This is an optimization exercise on Yosys and OpenROAD, whose aim is small area, not a production implementation. RTL that was checked went through simulation tests only; none was proved equivalent to the original. No driver is modelled on the clock port, so clock power and skew are understated where the tree is cut down; a real chip needs a root buffer or a tree. No activity file was given, so power comes from the tool's default toggle rates.

==> module m_ones60, before the edit <==
module m_ones60(input [3:0] q, output [3:0] next, output is9, output is3, output [6:0] seg);
	assign next[0] = (~q[1] & q[3]) | (q[0] & q[1]);
	assign next[1] = (q[0] & ~q[3]) | (~q[0] & q[1] & q[2] & q[3]);
	assign next[2] = (q[2] & ~q[3]) | (q[1] & q[2]);
	assign next[3] = (~q[1] & ~q[3]) | (~q[0] & ~q[1]);
	assign is9 = (~q[0] & ~q[2] & ~q[3]);
	assign is3 = 1'b0;
	assign seg[0] = (~q[1] & q[2] & ~q[3]);
	assign seg[1] = (~q[1] & q[3]);
	assign seg[2] = (~q[0] & q[1] & q[2] & q[3]);
	assign seg[3] = (~q[1] & ~q[3]);
	assign seg[4] = (~q[3]) | (~q[0] & ~q[1]);
	assign seg[5] = (q[0] & ~q[3]) | (~q[0] & q[1] & q[2]);
	assign seg[6] = (q[0] & q[2]) | (q[0] & ~q[3]);
endmodule
==> flow/config.mk <==
export PLATFORM = sky130hd
export DESIGN_NAME = TopModule
export DESIGN_NICKNAME = TopModule
export VERILOG_FILES = /design/flow/design.v
export SDC_FILE = /design/flow/constraint.sdc
export NUM_CORES = 4
export LEC_CHECK = 0
export CAP_MARGIN = 20
export CORE_MARGIN = 2
export CORE_UTILIZATION = 40
export SLEW_MARGIN = 20
==> flow/constraint.sdc <==
create_clock -name core_clock -period 20.0 [get_ports {CLK1}]
set_input_delay 4.0000 -clock core_clock [delete_from_list [all_inputs] [get_ports {CLK1}]]
set_output_delay 4.0000 -clock core_clock [all_outputs]
set_load 0.01 [all_outputs]
standard.sh (not shown) runs the stock make flow with config.mk's settings and CLKGATE_MAP_FILE= SYNTH_SCRIPT=/design/flow/synth_recipe.tcl, a recipe that flattens the netlist after the stock synthesis.
==> flow/flow/run.sh <==
#!/bin/bash
# Own layout flow: the standard synthesis script, with no half/full adder
# cells and no cell above the smallest drive, then the standard ORFS steps with
# area-oriented settings (smallest port buffers, cells downsized after
# floorplan, a small clock tree without dummy loads).
set -euo pipefail

# the platform's don't-use cells and every cell above the smallest drive
DONT_USE=$(tr '\n' ' ' < flow/dont_use.txt)

# The standard flow's synthesis script, with ABC mapping for area (flow/abc_override.tcl)
cat flow/abc_override.tcl synth_recipe.tcl > area_synth.tcl
AREA_ABC_SCRIPT=$PWD/flow/area.script bash standard.sh \
  "SYNTH_SCRIPT=$PWD/area_synth.tcl" \
  "DONT_USE_CELLS=$DONT_USE sky130_fd_sc_hd__ha_1 sky130_fd_sc_hd__fa_1" \
  "MIN_BUF_CELL_AND_PORTS=sky130_fd_sc_hd__buf_1 A X" \
  synth > synth.log 2>&1

bash standard.sh \
  "DONT_USE_CELLS=$DONT_USE" \
  "REMOVE_ABC_BUFFERS=1" \
  "SKIP_REPAIR_TIE_FANOUT=1" \
  "BUFFER_PORTS_ARGS=-buffer_cell sky130_fd_sc_hd__buf_1" \
  "CTS_ARGS=$(cat flow/cts_args.txt)" \
  "RECOVER_POWER=100" \
  "POST_CTS_TCL=$PWD/flow/clock_split.tcl" "CLOCK_SPLIT_COUNT=4" "CLOCK_SPLIT_CELL=sky130_fd_sc_hd__buf_4" \
  "POST_FLOORPLAN_TCL=$PWD/flow/downsize.tcl" \
  finish > finish.log 2>&1
Other scripts of this flow, unchanged in this note and not shown: flow/flow/abc_override.tcl, flow/flow/area.script, flow/flow/clock_split.tcl, flow/flow/cts_args.txt, flow/flow/dont_use.txt, flow/flow/downsize.tcl
Edit:
--- a/flow/design.v
+++ b/flow/design.v
@@ -62,25 +62,25 @@
 				else ones <= ones_inc;
 			end
 		end
 	end
 endmodule
 module m_ones60(input [3:0] q, output [3:0] next, output is9, output is3, output [6:0] seg);
-	assign next[0] = (~q[1] & q[3]) | (q[0] & q[1]);
-	assign next[1] = (q[0] & ~q[3]) | (~q[0] & q[1] & q[2] & q[3]);
-	assign next[2] = (q[2] & ~q[3]) | (q[1] & q[2]);
+	assign next[0] = (~q[1] & q[3]) | (~q[2] & q[3]);
+	assign next[1] = (~q[1] & ~q[2]) | (~q[0] & q[1] & q[2] & q[3]);
+	assign next[2] = (~q[0]);
 	assign next[3] = (~q[1] & ~q[3]) | (~q[0] & ~q[1]);
-	assign is9 = (~q[0] & ~q[2] & ~q[3]);
+	assign is9 = (q[0] & q[2] & ~q[3]);
 	assign is3 = 1'b0;
-	assign seg[0] = (~q[1] & q[2] & ~q[3]);
+	assign seg[0] = (~q[0] & ~q[1] & ~q[3]);
 	assign seg[1] = (~q[1] & q[3]);
 	assign seg[2] = (~q[0] & q[1] & q[2] & q[3]);
 	assign seg[3] = (~q[1] & ~q[3]);
 	assign seg[4] = (~q[3]) | (~q[0] & ~q[1]);
-	assign seg[5] = (q[0] & ~q[3]) | (~q[0] & q[1] & q[2]);
-	assign seg[6] = (q[0] & q[2]) | (q[0] & ~q[3]);
+	assign seg[5] = (~q[1] & ~q[2]) | (~q[0] & q[1] & q[2]);
+	assign seg[6] = (~q[1] & ~q[2]) | (q[0] & q[1]);
 endmodule
 module m_ones24(input [3:0] q, output [3:0] next, output is9, output is3, output [6:0] seg);
 	assign next[0] = (q[1]) | (~q[0]);
 	assign next[1] = (~q[2]) | (~q[1] & ~q[3]) | (~q[0] & ~q[3]);
 	assign next[2] = (~q[2]) | (q[0] & ~q[3]);
 	assign next[3] = (q[0] & q[3]) | (~q[0] & ~q[3]);
Hold slack degrades by 0.0041 ns.
Worst setup slack got worse by 0.15 ns.
Maximum frequency fell by 2.7%.
Synthesized area came out higher by 1.6%.
Total power came out higher by 10%.
Via count went up by 2.8%.
Sequential cell count stays the same.
Routed wire length rises by 3.9%.
Clock skew is about the same.
In every run of this note, the design's own scripts or RTL, not TritonCTS, make the clock network.


TopModule, a different RTL version from the one above (not shown whole).
For scale: roughly 270 cells after synthesis, roughly 45 flip-flops.
==> module m_ones24, before the edit <==
module m_ones24(input [3:0] q, output [3:0] next, output is9, output is3, output [6:0] seg);
	assign next[0] = (q[1]) | (~q[0]);
	assign next[1] = (~q[2]) | (~q[1] & ~q[3]) | (~q[0] & ~q[3]);
	assign next[2] = (~q[2]) | (q[0] & ~q[3]);
	assign next[3] = (q[0] & q[3]) | (~q[0] & ~q[3]);
	assign is9 = (~q[2] & ~q[3]);
	assign is3 = (~q[1] & q[2] & ~q[3]);
	assign seg[0] = (~q[0] & ~q[1]) | (~q[0] & ~q[3]);
	assign seg[1] = (q[0] & q[1] & q[3]);
	assign seg[2] = (q[0] & q[1] & ~q[3]);
	assign seg[3] = (~q[1] & ~q[2]) | (~q[0] & ~q[3]);
	assign seg[4] = (~q[2]) | (~q[1] & ~q[3]) | (~q[0] & ~q[3]);
	assign seg[5] = (q[0] & q[2] & ~q[3]) | (~q[1] & ~q[2] & q[3]);
	assign seg[6] = (~q[1] & q[3]);
endmodule
==> flow/config.mk <==
export PLATFORM = sky130hd
export DESIGN_NAME = TopModule
export DESIGN_NICKNAME = TopModule
export VERILOG_FILES = /design/flow/design.v
export SDC_FILE = /design/flow/constraint.sdc
export NUM_CORES = 4
export LEC_CHECK = 0
export CAP_MARGIN = 20
export CORE_MARGIN = 2
export CORE_UTILIZATION = 40
export SLEW_MARGIN = 20
==> flow/constraint.sdc <==
create_clock -name core_clock -period 20.0 [get_ports {CLK1}]
set_input_delay 4.0000 -clock core_clock [delete_from_list [all_inputs] [get_ports {CLK1}]]
set_output_delay 4.0000 -clock core_clock [all_outputs]
set_load 0.01 [all_outputs]
Scripts as last shown in full above: flow/flow/run.sh
Other scripts of this flow, unchanged in this note and not shown: flow/flow/abc_override.tcl, flow/flow/area.script, flow/flow/clock_split.tcl, flow/flow/cts_args.txt, flow/flow/dont_use.txt, flow/flow/downsize.tcl
Change:
--- a/flow/design.v
+++ b/flow/design.v
@@ -86,5 +86,5 @@
 	assign next[3] = (q[0] & q[3]) | (~q[0] & ~q[3]);
 	assign is9 = (~q[2] & ~q[3]);
-	assign is3 = (~q[1] & q[2] & ~q[3]);
+	assign is3 = (~q[1] & ~q[3]);
 	assign seg[0] = (~q[0] & ~q[1]) | (~q[0] & ~q[3]);
 	assign seg[1] = (q[0] & q[1] & q[3]);
The new run completed with no timing, DRC or antenna violations. Wire length rises by 0.44%. Power rises by 1.1%. Die area falls by 0.53%. Register-to-register slack is worse by 0.08 ns. Setup slack is better by 0.45 ns. Cell area falls by 0.34%. First-iteration DRC count rises by 7.1%. Synthesized area falls by 0.56%. Core utilization falls by 0.16 points. Clock power barely changes.
In every run of this note, the design's own scripts or RTL, not TritonCTS, make the clock network.


job 2445:
TopModule with an RTL version that a note above also has.
Size in the first run: roughly 45 flip-flops, ~72 I/O pins, ~2000 sq um of cells after synthesis.
==> module TopModule, before the edit <==
module TopModule(
	input CLK1,
	input RST,
	output [7:0] HEX0,
	output [7:0] HEX1,
	output [7:0] HEX2,
	output [7:0] HEX3,
	output [7:0] HEX4,
	output [7:0] HEX5,
	input [1:0] BTN,
	output [9:0] LED,
	input [9:0] SW
	);
	wire [4:0] ca;
	m_prescale p_chat(CLK1, RST, ca);
	wire ca0 = ~|ca;
	wire increment_button, reset_button;
	wire is_second_editing, is_minute_editing, is_hour_editing;
	wire sample;
	m_chattering_filter f_inc(CLK1, RST, sample, ~BTN[0], increment_button);
	m_chattering_filter f_res(CLK1, RST, sample, ~BTN[1], reset_button);
	m_chattering_filter f_sec(CLK1, RST, sample, SW[0], is_second_editing);
	m_chattering_filter f_min(CLK1, RST, sample, SW[1], is_minute_editing);
	m_chattering_filter f_hour(CLK1, RST, sample, SW[2], is_hour_editing);
	wire is_editing = is_second_editing | is_minute_editing | is_hour_editing;
	reg [9:0] cb;
	wire cb_en = (&ca) & ~is_editing;
	always @(posedge CLK1) begin
		if(RST) cb <= 10'd0;
		else if(cb_en) cb <= {cb[9] ^ (&cb[8:0]), cb[8] ^ (&cb[7:0]), cb[7] ^ (&cb[6:0]), cb[6] ^ (&cb[5:0]),
			cb[5] ^ (&cb[4:0]), cb[4] ^ (&cb[3:0]), cb[3] ^ (&cb[2:0]), cb[2] ^ (&cb[1:0]), cb[1] ^ cb[0], ~cb[0]};
	end
	wire clock_1hz = ca0 & ~is_editing & ~|cb;
	wire [6:0] s1, m1, h1;
	wire [2:0] s10, m10, h10;
	wire second_last, minute_last, hour_last;
	wire second_countup, minute_countup, hour_countup;
	m_counter #(0) c_sec(CLK1, RST, clock_1hz | (is_second_editing & increment_button), is_second_editing & reset_button, s1, s10, second_last, second_countup);
	m_counter #(0) c_min(CLK1, RST, second_countup | (is_minute_editing & increment_button), is_minute_editing & reset_button, m1, m10, minute_last, minute_countup);
	m_counter #(1) c_hour(CLK1, RST, minute_countup | (is_hour_editing & increment_button), is_hour_editing & reset_button, h1, h10, hour_last, hour_countup);
	assign sample = ca0 & ~(clock_1hz & second_last);
	assign LED = {is_editing, 4'b0, reset_button, increment_button, is_hour_editing, is_minute_editing, is_second_editing};
	assign HEX0[6:0] = s1;
	m_seven_segment_tens d1(s10, HEX1[6:0]);
	assign HEX2[6:0] = m1;
	m_seven_segment_tens d3(m10, HEX3[6:0]);
	assign HEX4[6:0] = h1;
	assign HEX5[6:0] = {~h10[1], h10[1] | h10[0], h10[0], h10[0], h10[1], 1'b0, h10[0]};
	assign HEX0[7] = 1'b0;
	assign HEX1[7] = 1'b1;
	assign HEX2[7] = 1'b0;
	assign HEX3[7] = 1'b1;
	assign HEX4[7] = 1'b0;
	assign HEX5[7] = 1'b1;
endmodule
==> flow/config.mk <==
export PLATFORM = sky130hd
export DESIGN_NAME = TopModule
export DESIGN_NICKNAME = TopModule
export VERILOG_FILES = /design/flow/design.v
export SDC_FILE = /design/flow/constraint.sdc
export NUM_CORES = 4
export LEC_CHECK = 0
export CAP_MARGIN = 20
export CORE_MARGIN = 2
export CORE_UTILIZATION = 40
export SLEW_MARGIN = 20
==> flow/constraint.sdc <==
create_clock -name core_clock -period 20.0 [get_ports {CLK1}]
set_input_delay 4.0000 -clock core_clock [delete_from_list [all_inputs] [get_ports {CLK1}]]
set_output_delay 4.0000 -clock core_clock [all_outputs]
set_load 0.01 [all_outputs]
Scripts as last shown in full above: flow/flow/run.sh
Other scripts of this flow, unchanged in this note and not shown: flow/flow/abc_override.tcl, flow/flow/area.script, flow/flow/clock_split.tcl, flow/flow/cts_args.txt, flow/flow/dont_use.txt, flow/flow/downsize.tcl
Changes in job 1121 relative to job 2445:
-- flow/design.v --
<<< job 2445, line 124
	m_chattering_filter f_hour(CLK1, RST, sample, SW[2], is_hour_editing);
	wire is_editing = is_second_editing | is_minute_editing | is_hour_editing;
	reg [9:0] cb;
	wire cb_en = (&ca) & ~is_editing;
	always @(posedge CLK1) begin
		if(RST) cb <= 10'd0;
		else if(cb_en) cb <= {cb[9] ^ (&cb[8:0]), cb[8] ^ (&cb[7:0]), cb[7] ^ (&cb[6:0]), cb[6] ^ (&cb[5:0]),
			cb[5] ^ (&cb[4:0]), cb[4] ^ (&cb[3:0]), cb[3] ^ (&cb[2:0]), cb[2] ^ (&cb[1:0]), cb[1] ^ cb[0], ~cb[0]};
	end
	wire clock_1hz = ca0 & ~is_editing & ~|cb;
	wire [6:0] s1, m1, h1;
	wire [2:0] s10, m10, h10;
>>> job 1121, line 124
	m_chattering_filter f_hour(CLK1, RST, sample, SW[2], is_hour_editing);
	wire is_editing = is_second_editing | is_minute_editing | is_hour_editing;
	reg [9:0] cbx;
	wire ca0_run = ca0 & ~is_editing;
	always @(posedge CLK1) begin
		if(RST) cbx <= 10'h3ff;
		else if(ca0_run) cbx <= {cbx[9] ^ (&cbx[8:0]), cbx[8] ^ (&cbx[7:0]), cbx[7] ^ (&cbx[6:0]), cbx[6] ^ (&cbx[5:0]),
			cbx[5] ^ (&cbx[4:0]), cbx[4] ^ (&cbx[3:0]), cbx[3] ^ (&cbx[2:0]), cbx[2] ^ (&cbx[1:0]), cbx[1] ^ cbx[0], ~cbx[0]};
	end
	wire clock_1hz = ca0_run & (&cbx);
	wire [6:0] s1, m1, h1;
	wire [2:0] s10, m10, h10;
Notes after the runs:
Job 2445 → job 1121: inverter count of the layout excluding clock inverters dropped 4; post-layout instance area shrank by 1.1%.
Job 1121 vs job 2445: final critical-path share of the clock period up in job 1121
In job 1121 the proportion of power drawn by flip-flops and latches turned out 1.5 points lower than in job 2445.
Between job 2445 and job 1121, fmax decreased.
The area share of and/or/nand/nor cells after synthesis of job 1121 is lower than that of job 2445.
In the flow results for job 2445 and job 1121, the register-to-register slack is larger on job 2445.
Changes observed in job 1121 relative to job 2445: synthesized area divided by synthesized cell count picked up an extra 1.1%, global-route usage lost 0.56 points.
Diff job 2445 -> job 1121 | die area | down slightly
The RTL of job 1121 was laid out without a check of its function. In every run of this note, the design's own scripts or RTL, not TritonCTS, make the clock network.

[afterwards: timing with drivers on the ports]
The results above use ideal ports. As a check the final layouts listed here were re-extracted and re-timed, cells and wires unchanged.
Step 1: set_driving_cell puts a clkbuf_16 on CLK1 and a buf_2 on each other input, an assumption about the parent block.
Step 2 times the ports against the registers' clock, not the clock port: input delays grow and output delays shrink by t, the midpoint of the rising clock arrivals with the driver on.
Three values: no drivers, after step 1, after step 2; two values: the first two.
run	shift t [ns]	slack for setup (ns)	hold WS [ns]
the first run of note 1	0.189	14.479 / 14.488 / 14.299	0.411 / 0.411 / 0.411
the second run of note 1	0.190	14.326 / 14.350 / 14.160	0.407 / 0.407 / 0.407
the first run of note 2	0.183	14.202 / 14.215 / 14.032	0.457 / 0.457 / 0.457
the second run of note 2	0.185	14.656 / 14.614 / 14.542	0.450 / 0.450 / 0.450
job 2445	0.190	14.644 / 14.597 / 14.542	0.450 / 0.451 / 0.451
job 1121	0.185	14.328 / 14.350 / 14.165	0.457 / 0.457 / 0.457
After both steps setup and hold are still met in every run listed. The setup slack of the first run of note 1, which loses most, moves by +0.009 ns with the drivers and by -0.180 ns with both steps.
